What follows belongs to an exercise in optimizing a design on an open flow for small area and a short achievable clock period; a production flow would make more cautious choices. Only the layout flow was run in this run; the RTL was not checked for function there. Power figures rest on the tool's default switching activity, not on a simulated workload.

--- flow/flow/run.sh ---
#!/bin/bash
# Own layout flow: the standard flow (standard.sh) with two changes:
#  - synthesis maps the logic with the ABC script in flow/abc.script
#    (registers are mapped by the standard steps, unchanged);
#  - the port buffers are plain buf_1 cells.
# Each tool's output goes to a log file in this folder.
set -euo pipefail
HERE=$(pwd)
# synthesis script: the standard one, with ORFS's synth.tcl calling abc with our script
sed "s#log_cmd abc {\*}\$abc_args#set abc_args [lreplace \$abc_args 1 1 $HERE/flow/abc.script]\n  log_cmd abc {*}\$abc_args#" \
    "$FLOW_HOME/scripts/synth.tcl" > "$HERE/synth_own.tcl"
grep -q "flow/abc.script" "$HERE/synth_own.tcl"
sed "s#source \$::env(SCRIPTS_DIR)/synth.tcl#source $HERE/synth_own.tcl#" synth_recipe.tcl > synth_recipe_own.tcl
grep -q "synth_own.tcl" synth_recipe_own.tcl
export BUFFER_PORTS_ARGS="-buffer_cell sky130_fd_sc_hd__buf_1"
bash standard.sh SYNTH_SCRIPT="$HERE/synth_recipe_own.tcl" finish > standard.log 2>&1
--- flow/design.v ---
module ula (
    input  [31:0] A,        
    input  [31:0] B,        
    input         Cin,      
    input         Fill,     
    input         SelSum,   
    input         SelShr,   
    input         SelShl,   
    input         SelSet,   
    input         SetInv,
    output [31:0] Result
);
    wire [31:0] sum;
    wire        cout;
    add32_sk u_add (.a(A), .b(B), .cin(Cin), .sum(sum), .cout(cout));
    wire [4:0]  sh = B[4:0];
    wire [31:0] r0 = sh[0] ? {{1{Fill}},  A[31:1]}  : A;
    wire [31:0] r1 = sh[1] ? {{2{Fill}},  r0[31:2]} : r0;
    wire [31:0] r2 = sh[2] ? {{4{Fill}},  r1[31:4]} : r1;
    wire [31:0] r3 = sh[3] ? {{8{Fill}},  r2[31:8]} : r2;
    wire [31:0] shr = sh[4] ? {{16{Fill}}, r3[31:16]} : r3;
    wire [31:0] shl;
    genvar i;
    generate
        for (i = 0; i < 32; i = i + 1) begin : g_rev
            assign shl[i] = shr[31 - i];
        end
    endgenerate
    assign Result = ({32{SelSum}} & sum)
                  | ({32{SelShr}} & shr)
                  | ({32{SelShl}} & shl)
                  | {31'b0, SelSet & (cout ^ SetInv)};
endmodule
module add32_sk(input [31:0] a, input [31:0] b, input cin, output [31:0] sum, output cout);
  wire [32:0] g0, p0;
  assign g0 = {a & b, cin};
  assign p0 = {a ^ b, 1'b0};
  wire g1 = g0[1] | (p0[1] & g0[0]);
  wire p1 = p0[1] & p0[0];
  wire g2 = g0[3] | (p0[3] & g0[2]);
  wire p2 = p0[3] & p0[2];
  wire g3 = g0[5] | (p0[5] & g0[4]);
  wire p3 = p0[5] & p0[4];
  wire g4 = g0[7] | (p0[7] & g0[6]);
  wire p4 = p0[7] & p0[6];
  wire g5 = g0[9] | (p0[9] & g0[8]);
  wire p5 = p0[9] & p0[8];
  wire g6 = g0[11] | (p0[11] & g0[10]);
  wire p6 = p0[11] & p0[10];
  wire g7 = g0[13] | (p0[13] & g0[12]);
  wire p7 = p0[13] & p0[12];
  wire g8 = g0[15] | (p0[15] & g0[14]);
  wire p8 = p0[15] & p0[14];
  wire g9 = g0[17] | (p0[17] & g0[16]);
  wire p9 = p0[17] & p0[16];
  wire g10 = g0[19] | (p0[19] & g0[18]);
  wire p10 = p0[19] & p0[18];
  wire g11 = g0[21] | (p0[21] & g0[20]);
  wire p11 = p0[21] & p0[20];
  wire g12 = g0[23] | (p0[23] & g0[22]);
  wire p12 = p0[23] & p0[22];
  wire g13 = g0[25] | (p0[25] & g0[24]);
  wire p13 = p0[25] & p0[24];
  wire g14 = g0[27] | (p0[27] & g0[26]);
  wire p14 = p0[27] & p0[26];
  wire g15 = g0[29] | (p0[29] & g0[28]);
  wire p15 = p0[29] & p0[28];
  wire g16 = g0[31] | (p0[31] & g0[30]);
  wire p16 = p0[31] & p0[30];
  wire g17 = g0[2] | (p0[2] & g1);
  wire p17 = p0[2] & p1;
  wire g18 = g2 | (p2 & g1);
  wire p18 = p2 & p1;
  wire g19 = g0[6] | (p0[6] & g3);
  wire p19 = p0[6] & p3;
  wire g20 = g4 | (p4 & g3);
  wire p20 = p4 & p3;
  wire g21 = g0[10] | (p0[10] & g5);
  wire p21 = p0[10] & p5;
  wire g22 = g6 | (p6 & g5);
  wire p22 = p6 & p5;
  wire g23 = g0[14] | (p0[14] & g7);
  wire p23 = p0[14] & p7;
  wire g24 = g8 | (p8 & g7);
  wire p24 = p8 & p7;
  wire g25 = g0[18] | (p0[18] & g9);
  wire p25 = p0[18] & p9;
  wire g26 = g10 | (p10 & g9);
  wire p26 = p10 & p9;
  wire g27 = g0[22] | (p0[22] & g11);
  wire p27 = p0[22] & p11;
  wire g28 = g12 | (p12 & g11);
  wire p28 = p12 & p11;
  wire g29 = g0[26] | (p0[26] & g13);
  wire p29 = p0[26] & p13;
  wire g30 = g14 | (p14 & g13);
  wire p30 = p14 & p13;
  wire g31 = g0[30] | (p0[30] & g15);
  wire p31 = p0[30] & p15;
  wire g32 = g16 | (p16 & g15);
  wire p32 = p16 & p15;
  wire g33 = g0[4] | (p0[4] & g18);
  wire p33 = p0[4] & p18;
  wire g34 = g3 | (p3 & g18);
  wire p34 = p3 & p18;
  wire g35 = g19 | (p19 & g18);
  wire p35 = p19 & p18;
  wire g36 = g20 | (p20 & g18);
  wire p36 = p20 & p18;
  wire g37 = g0[12] | (p0[12] & g22);
  wire p37 = p0[12] & p22;
  wire g38 = g7 | (p7 & g22);
  wire p38 = p7 & p22;
  wire g39 = g23 | (p23 & g22);
  wire p39 = p23 & p22;
  wire g40 = g24 | (p24 & g22);
  wire p40 = p24 & p22;
  wire g41 = g0[20] | (p0[20] & g26);
  wire p41 = p0[20] & p26;
  wire g42 = g11 | (p11 & g26);
  wire p42 = p11 & p26;
  wire g43 = g27 | (p27 & g26);
  wire p43 = p27 & p26;
  wire g44 = g28 | (p28 & g26);
  wire p44 = p28 & p26;
  wire g45 = g0[28] | (p0[28] & g30);
  wire p45 = p0[28] & p30;
  wire g46 = g15 | (p15 & g30);
  wire p46 = p15 & p30;
  wire g47 = g31 | (p31 & g30);
  wire p47 = p31 & p30;
  wire g48 = g32 | (p32 & g30);
  wire p48 = p32 & p30;
  wire g49 = g0[8] | (p0[8] & g36);
  wire p49 = p0[8] & p36;
  wire g50 = g5 | (p5 & g36);
  wire p50 = p5 & p36;
  wire g51 = g21 | (p21 & g36);
  wire p51 = p21 & p36;
  wire g52 = g22 | (p22 & g36);
  wire p52 = p22 & p36;
  wire g53 = g37 | (p37 & g36);
  wire p53 = p37 & p36;
  wire g54 = g38 | (p38 & g36);
  wire p54 = p38 & p36;
  wire g55 = g39 | (p39 & g36);
  wire p55 = p39 & p36;
  wire g56 = g40 | (p40 & g36);
  wire p56 = p40 & p36;
  wire g57 = g0[24] | (p0[24] & g44);
  wire p57 = p0[24] & p44;
  wire g58 = g13 | (p13 & g44);
  wire p58 = p13 & p44;
  wire g59 = g29 | (p29 & g44);
  wire p59 = p29 & p44;
  wire g60 = g30 | (p30 & g44);
  wire p60 = p30 & p44;
  wire g61 = g45 | (p45 & g44);
  wire p61 = p45 & p44;
  wire g62 = g46 | (p46 & g44);
  wire p62 = p46 & p44;
  wire g63 = g47 | (p47 & g44);
  wire p63 = p47 & p44;
  wire g64 = g48 | (p48 & g44);
  wire p64 = p48 & p44;
  wire g65 = g0[16] | (p0[16] & g56);
  wire p65 = p0[16] & p56;
  wire g66 = g9 | (p9 & g56);
  wire p66 = p9 & p56;
  wire g67 = g25 | (p25 & g56);
  wire p67 = p25 & p56;
  wire g68 = g26 | (p26 & g56);
  wire p68 = p26 & p56;
  wire g69 = g41 | (p41 & g56);
  wire p69 = p41 & p56;
  wire g70 = g42 | (p42 & g56);
  wire p70 = p42 & p56;
  wire g71 = g43 | (p43 & g56);
  wire p71 = p43 & p56;
  wire g72 = g44 | (p44 & g56);
  wire p72 = p44 & p56;
  wire g73 = g57 | (p57 & g56);
  wire p73 = p57 & p56;
  wire g74 = g58 | (p58 & g56);
  wire p74 = p58 & p56;
  wire g75 = g59 | (p59 & g56);
  wire p75 = p59 & p56;
  wire g76 = g60 | (p60 & g56);
  wire p76 = p60 & p56;
  wire g77 = g61 | (p61 & g56);
  wire p77 = p61 & p56;
  wire g78 = g62 | (p62 & g56);
  wire p78 = p62 & p56;
  wire g79 = g63 | (p63 & g56);
  wire p79 = p63 & p56;
  wire g80 = g64 | (p64 & g56);
  wire p80 = p64 & p56;
  wire g81 = g0[32] | (p0[32] & g80);
  wire p81 = p0[32] & p80;
  wire [32:0] c;
  assign c[0] = g0[0];
  assign c[1] = g1;
  assign c[2] = g17;
  assign c[3] = g18;
  assign c[4] = g33;
  assign c[5] = g34;
  assign c[6] = g35;
  assign c[7] = g36;
  assign c[8] = g49;
  assign c[9] = g50;
  assign c[10] = g51;
  assign c[11] = g52;
  assign c[12] = g53;
  assign c[13] = g54;
  assign c[14] = g55;
  assign c[15] = g56;
  assign c[16] = g65;
  assign c[17] = g66;
  assign c[18] = g67;
  assign c[19] = g68;
  assign c[20] = g69;
  assign c[21] = g70;
  assign c[22] = g71;
  assign c[23] = g72;
  assign c[24] = g73;
  assign c[25] = g74;
  assign c[26] = g75;
  assign c[27] = g76;
  assign c[28] = g77;
  assign c[29] = g78;
  assign c[30] = g79;
  assign c[31] = g80;
  assign c[32] = g81;
  assign sum = p0[32:1] ^ c[31:0];
  assign cout = c[32];
endmodule
module ula_top (
    input         clk,
    input  [31:0] in1,
    input  [31:0] in2,
    input  [4:0]  op,
    output [31:0] result,
    output        zero
);
    reg [3:0] lut;
    reg       rev, lui, bkeep, binv, cin, sel_sum, sel_shr, sel_shl, sel_set,
              set_inv, sra;
    always @(*) begin
        lut = 4'b1100;    
        {rev, lui, bkeep, binv, cin, sel_sum, sel_shr, sel_shl, sel_set,
         set_inv, sra} = 11'b0;
        case (op)
            5'd0, 5'd17: begin lut = 4'b1000; sel_sum = 1'b1; end   
            5'd1, 5'd18: begin lut = 4'b1110; sel_sum = 1'b1; end   
            5'd3, 5'd19: begin lut = 4'b0110; sel_sum = 1'b1; end   
            5'd4:        begin lut = 4'b0001; sel_sum = 1'b1; end   
            5'd2, 5'd16: begin bkeep = 1'b1; sel_sum = 1'b1; end    
            5'd6: begin bkeep = 1'b1; binv = 1'b1; cin = 1'b1; sel_sum = 1'b1; end  
            5'd5, 5'd7, 5'd23, 5'd24: begin                         
                bkeep = 1'b1; binv = 1'b1; cin = 1'b1; sel_set = 1'b1; set_inv = 1'b1;
            end
            5'd20: begin lut = 4'b0110; binv = 1'b1; sel_set = 1'b1; set_inv = 1'b1; end  
            5'd21: begin lut = 4'b0110; binv = 1'b1; sel_set = 1'b1; end  
            5'd8, 5'd11:  begin lut = 4'b0000; rev = 1'b1; bkeep = 1'b1; sel_shl = 1'b1; end  
            5'd9, 5'd12:  begin bkeep = 1'b1; sel_shr = 1'b1; end    
            5'd10, 5'd13: begin bkeep = 1'b1; sel_shr = 1'b1; sra = 1'b1; end  
            5'd14, 5'd26, 5'd27: sel_sum = 1'b1;                     
            5'd25: begin lut = 4'b0000; lui = 1'b1; sel_sum = 1'b1; end  
            default: begin lut = 4'b0000; sel_sum = 1'b1; end        
        endcase
    end
    wire [31:0] a_n, b_n;
    genvar i;
    generate
        for (i = 0; i < 32; i = i + 1) begin : g_prep
            wire l = lut[{in1[i], in2[i]}];
            wire r = rev & in1[31 - i];
            if (i >= 16) begin : g_hi
                assign a_n[i] = l | r | (lui & in2[i - 16]);
            end else begin : g_lo
                assign a_n[i] = l | r;
            end
        end
    endgenerate
    assign b_n = (in2 & {32{bkeep}}) ^ {32{binv}};
    reg [31:0] a_q, b_q;
    reg        cin_q, fill_q, sel_sum_q, sel_shr_q, sel_shl_q, sel_set_q, set_inv_q;
    reg [31:0] result_q;
    wire [31:0] alu_result;
    ula u_ula (
        .A(a_q),
        .B(b_q),
        .Cin(cin_q),
        .Fill(fill_q),
        .SelSum(sel_sum_q),
        .SelShr(sel_shr_q),
        .SelShl(sel_shl_q),
        .SelSet(sel_set_q),
        .SetInv(set_inv_q),
        .Result(alu_result)
    );
    always @(posedge clk) begin
        a_q       <= a_n;
        b_q       <= b_n;
        cin_q     <= cin;
        fill_q    <= sra & in1[31];
        sel_sum_q <= sel_sum;
        sel_shr_q <= sel_shr;
        sel_shl_q <= sel_shl;
        sel_set_q <= sel_set;
        set_inv_q <= set_inv;
        result_q  <= alu_result;
    end
    assign result = result_q;
    assign zero   = ~|result_q;
endmodule
--- flow/standard.sh ---
#!/bin/bash
# synth_recipe.tcl (not shown) runs the flow's synth.tcl, then flattens the netlist and writes it again
# the make line also repeats each setting of config.mk as NAME=value (left out here)
make -C /OpenROAD-flow-scripts/flow DESIGN_CONFIG=/design/flow/config.mk WORK_HOME=/design/flow/orfs CLKGATE_MAP_FILE= SYNTH_SCRIPT=/design/flow/synth_recipe.tcl "${@:-finish}"
--- flow/config.mk ---
export PLATFORM = sky130hd
export DESIGN_NAME = ula_top
export DESIGN_NICKNAME = ula_top
export VERILOG_FILES = /design/flow/design.v
export SDC_FILE = /design/flow/constraint.sdc
export NUM_CORES = 4
export LEC_CHECK = 0
export CAP_MARGIN = 20
export CORE_MARGIN = 2
export CORE_UTILIZATION = 60
export SETUP_SLACK_MARGIN = 2.9
export SLEW_MARGIN = 20
--- flow/constraint.sdc ---
create_clock -name core_clock -period 5.5 [get_ports {clk}]
set_input_delay 1.1000 -clock core_clock [delete_from_list [all_inputs] [get_ports {clk}]]
set_output_delay 1.1000 -clock core_clock [all_outputs]
set_load 0.01 [all_outputs]
--- flow/flow/abc.script ---
&get -n
&st
&dch
&nf -D 1500
&put
buffer -c
topo
stime -c
upsize -c
dnsize -c
==> flow_metrics.tcl <==
set metrics [dict create \
    status "timing/DRC/antenna clean" \
    setup.worst_path.start_class "flop" \
    design_power_total_mw 3.35 \
    multiInputGateArea_um2 5710 \
    die_h_um 117 \
    yosysWarnings 1 \
    diodes 0 \
    clock-sinks 103 \
    synth_top_area_share_pct 27.1 \
    antenna_found_initial 0 \
    die_area_um2 13600 \
    fin_cells 1186 \
    hold_violations 0 \
    slew_headroom_pct 49.6 \
    routed_via_density 6.90 \
    coreArea_um2 12500 \
    crit_required_ns 5.74 \
    power.leakage_nw 3.62 \
    finalClockSkew_ns 0.00910 \
    cts_tree "yes" \
    rows 41 \
    ys_seq_area_share_pct 27.1 \
    cts-htree-levels 3 \
    hold_end "result_q[0]$_DFF_P_" \
    clkPwrFrac_pct 20.2 \
    netlist_instances 898 \
    timing.rr.end "result_q[0]$_DFF_P_" \
    r2r_start "b_q[2]$_DFF_P_" \
    synthDistinctLibCells 55 \
    utilization_pct 75.9 \
    netlist_area_um2 7620 \
    finalCritPeriodShare_pct 53.9 \
    placedInstanceArea_um2 8210 \
    die_w_um 117 \
    routed_wirelength_um 28100 \
    irDropWorstVdd_mv 0.202 \
    min_from "sel_set_q$_DFF_P_" \
    clkLatencyLatePin_ns 0.37 \
    layout.nets 1123 \
    hold_buffers 0 \
    synth-main-ff-cell "dfxtp_1" \
    clock-root-buffer "clkbuf_16" \
    drc 0 \
    intPower_mw 1.99 \
    max_slew.worst_pin.slew_ns 0.755 \
    port_buffers 102 \
    syn-num-nets 1012 \
    synth-edff-count 0 \
    drive_above_1_share_pct 20.6 \
    path_class "flop to flop" \
    drv_slew 0 \
    dp.cells 1123 \
    final_antenna_net_count 0 \
    setup_tns_ns 0 \
    hold_path_class "flop to flop" \
    vias 8180 \
    grt_usage_pct 39.3 \
    setup_viol 0 \
    r2r_slack_ns 2.54 \
    synthTopCellsByArea "dfxtp_1, mux4_2, ha_1, nand2_1, o21ai_0" \
    initialDrtViolationCount 996 \
    cap_violations 0 \
    critPathMaxFanout 2 \
    overflow 0 \
    post-place-ws_ns 1.63 \
    worst_slack_ns 2.54 \
    endpoint_kind "flop" \
    switching_share_pct 40.7 \
    combPwrFrac_pct 48.0 \
    max_freq_ghz 0.338 \
    p_sw_mw 1.36 \
    area_growth_pct 24.7 \
    whs_path_depth 2 \
    worstRegToRegCells 14 \
    async_reset_ff_share_pct 0 \
    timing.hold.ws_ns 0.614 \
    worstPathArrival_ns 3.20 \
    seq_area_um2 2090 \
    cts_made_buffers 9 \
    firstDrtPassIters 6 \
    grt_pass1_vias 7179 \
    synth_area_leader_cell "dfxtp_1" \
    grt_max_degree 47 \
    most-common-layout-cells "nand2_1, buf_1, dfxtp_1, nor2_1, o21ai_0" \
    synth_area_per_cell_um2 8.48 \
    initial_core_util_pct 60.8 \
    clock_path_buffers 2 \
    clkTransAtPathRegs_ns 0.07 \
    ios 103 \
    grt_setup_unrepaired "true" \
    power_density_nw_per_um2 353 \
    wl_per_cell_um 23.7 \
    fillCellCount 942 \
    fin_area_um2 9500 \
    synth-seq-cells 103 \
    globalplace.congestion 1.01 \
    final_common_cell "nand2_1" \
    seqPwrFrac_pct 31.8 \
    min_period_ns 2.96 \
    hpwl_um 18500 \
    grt_pass1_wl_um 40000 \
]
how the worst max path moves through the flow:
stage | start | slack, ns | endpoint
CTS | b_q[2]$_DFF_P_ | 2.42 | result_q[0]$_DFF_P_
global placement | op[0] | 1.79 | a_q[12]$_DFF_P_
detailed placement | op[0] | 1.63 | a_q[6]$_DFF_P_
floorplan | a_q[2]$_DFF_P_ | 2.74 | result_q[0]$_DFF_P_
finish | b_q[2]$_DFF_P_ | 2.54 | result_q[0]$_DFF_P_
global route | b_q[2]$_DFF_P_ | 2.42 | result_q[0]$_DFF_P_
critical path, cell delays in order (launching register included):
cell and delay (ns):
dfxtp_4 0.36, buf_12 0.12, ha_4 0.26, and3_4 0.19, a211oi_4 0.05, o311a_4 0.32
o41ai_4 0.22, buf_4 0.20, a21boi_2 0.07, nor2_1 0.13, a211oi_2 0.07, fa_2 0.35
xnor2_1 0.13, a222oi_1 0.28, nand2_1 0.10
what timing repair did:
item | 4_1_cts | 5_1_grt
pin swaps | 20 | 32
setup buffers | 20 | 15
resized for setup | 58 | 60
cloned | 8 | 4
endpoints found under the setup margin | 94 | 83
state kept, by name, indices dropped and copies added, names as in the netlist:
name       cells
sel_sum_q      1
b_q           32
result_q      32
fill_q         1
sel_shr_q      1
set_inv_q      1
a_q           32
sel_set_q      1
cin_q          1
sel_shl_q      1
metal layers:
layer	global-route usage (%)	routed length [um]
met5	0	0
met1	51.0	10600
met4	28.2	2080
met2	59.7	12600
met3	6.07	2720
cells in the mapped netlist (6+ instances only):
master      n
a211o_1    17
a211oi_1   46
a21o_1      9
a21oi_1    54
a221oi_1   10
a22oi_1    27
a31oi_1    10
buf_1       6
buf_2       7
clkbuf_1   43
dfxtp_1   103
fa_1        6
ha_1       38
inv_1      19
mux2_2     11
mux2i_1    34
mux4_2     27
nand2_1   102
nand3_1    14
nor2_1     70
nor3_1     10
nor4_1      9
o211ai_1   17
o21a_1     10
o21ai_0    70
o21ai_1    17
xnor2_1    37
xor2_1     19
cell type report:
type / instances / share of cell area (%)
well taps: 172 / 2.27
repair buffers: 157 / 11.5
multi-input cells: 718 / 60.1
flip-flops and latches: 103 / 22.0
clock inverters: 6 / 0.843
clock buffers: 10 / 2.41
inverters: 20 / 0.830
kinds of logic (layout without fill, tap and decap cells):
family          after synthesis  after routing  synth area share, %
compound gates              314            318                 27.4
mux                          72             72                 14.1
fa+ha+maj                    44             44                 7.82
simple gates                228            228                 12.7
flops                       103            103                 27.1
xor+xnor                     56             56                 6.44
buf+inv                      81            193                 4.45
power groups by stage:
stage | clock (mW) | combinational [mW] | sequential, mW
2_1_floorplan | 0 | 0.925 | 1.05
3_3_place_gp | 0 | 1.28 | 1.05
3_5_place_dp | 0 | 1.30 | 1.06
4_1_cts | 0.676 | 1.44 | 1.05
5_1_grt | 0.704 | 1.71 | 1.08
6_report | 0.678 | 1.61 | 1.07

## what the ideal ports hide
The flow's constraints put no driver on any port. The routed layout listed below was extracted and timed again, unchanged, in two steps.
Step 1: set_driving_cell puts a clkbuf_16 on clk and a buf_2 on each other input, an assumption about the parent block.
Step 2 also shifts input and output timing later by t, the mid clock arrival at the registers, as if the neighbouring blocks saw the same clock.
Three values: no drivers, after step 1, after step 2; two values: the first two.
t, ns: 0.407
slack for setup (ns): 2.537 / 2.537 / 2.437
worst slew at a driven data input, ns: 0.06
cell pins on the clock port's net: 1
After both steps setup and hold are still met in this run. The setup slack of this run moves by 0.000 ns with the drivers and by -0.100 ns with both steps.
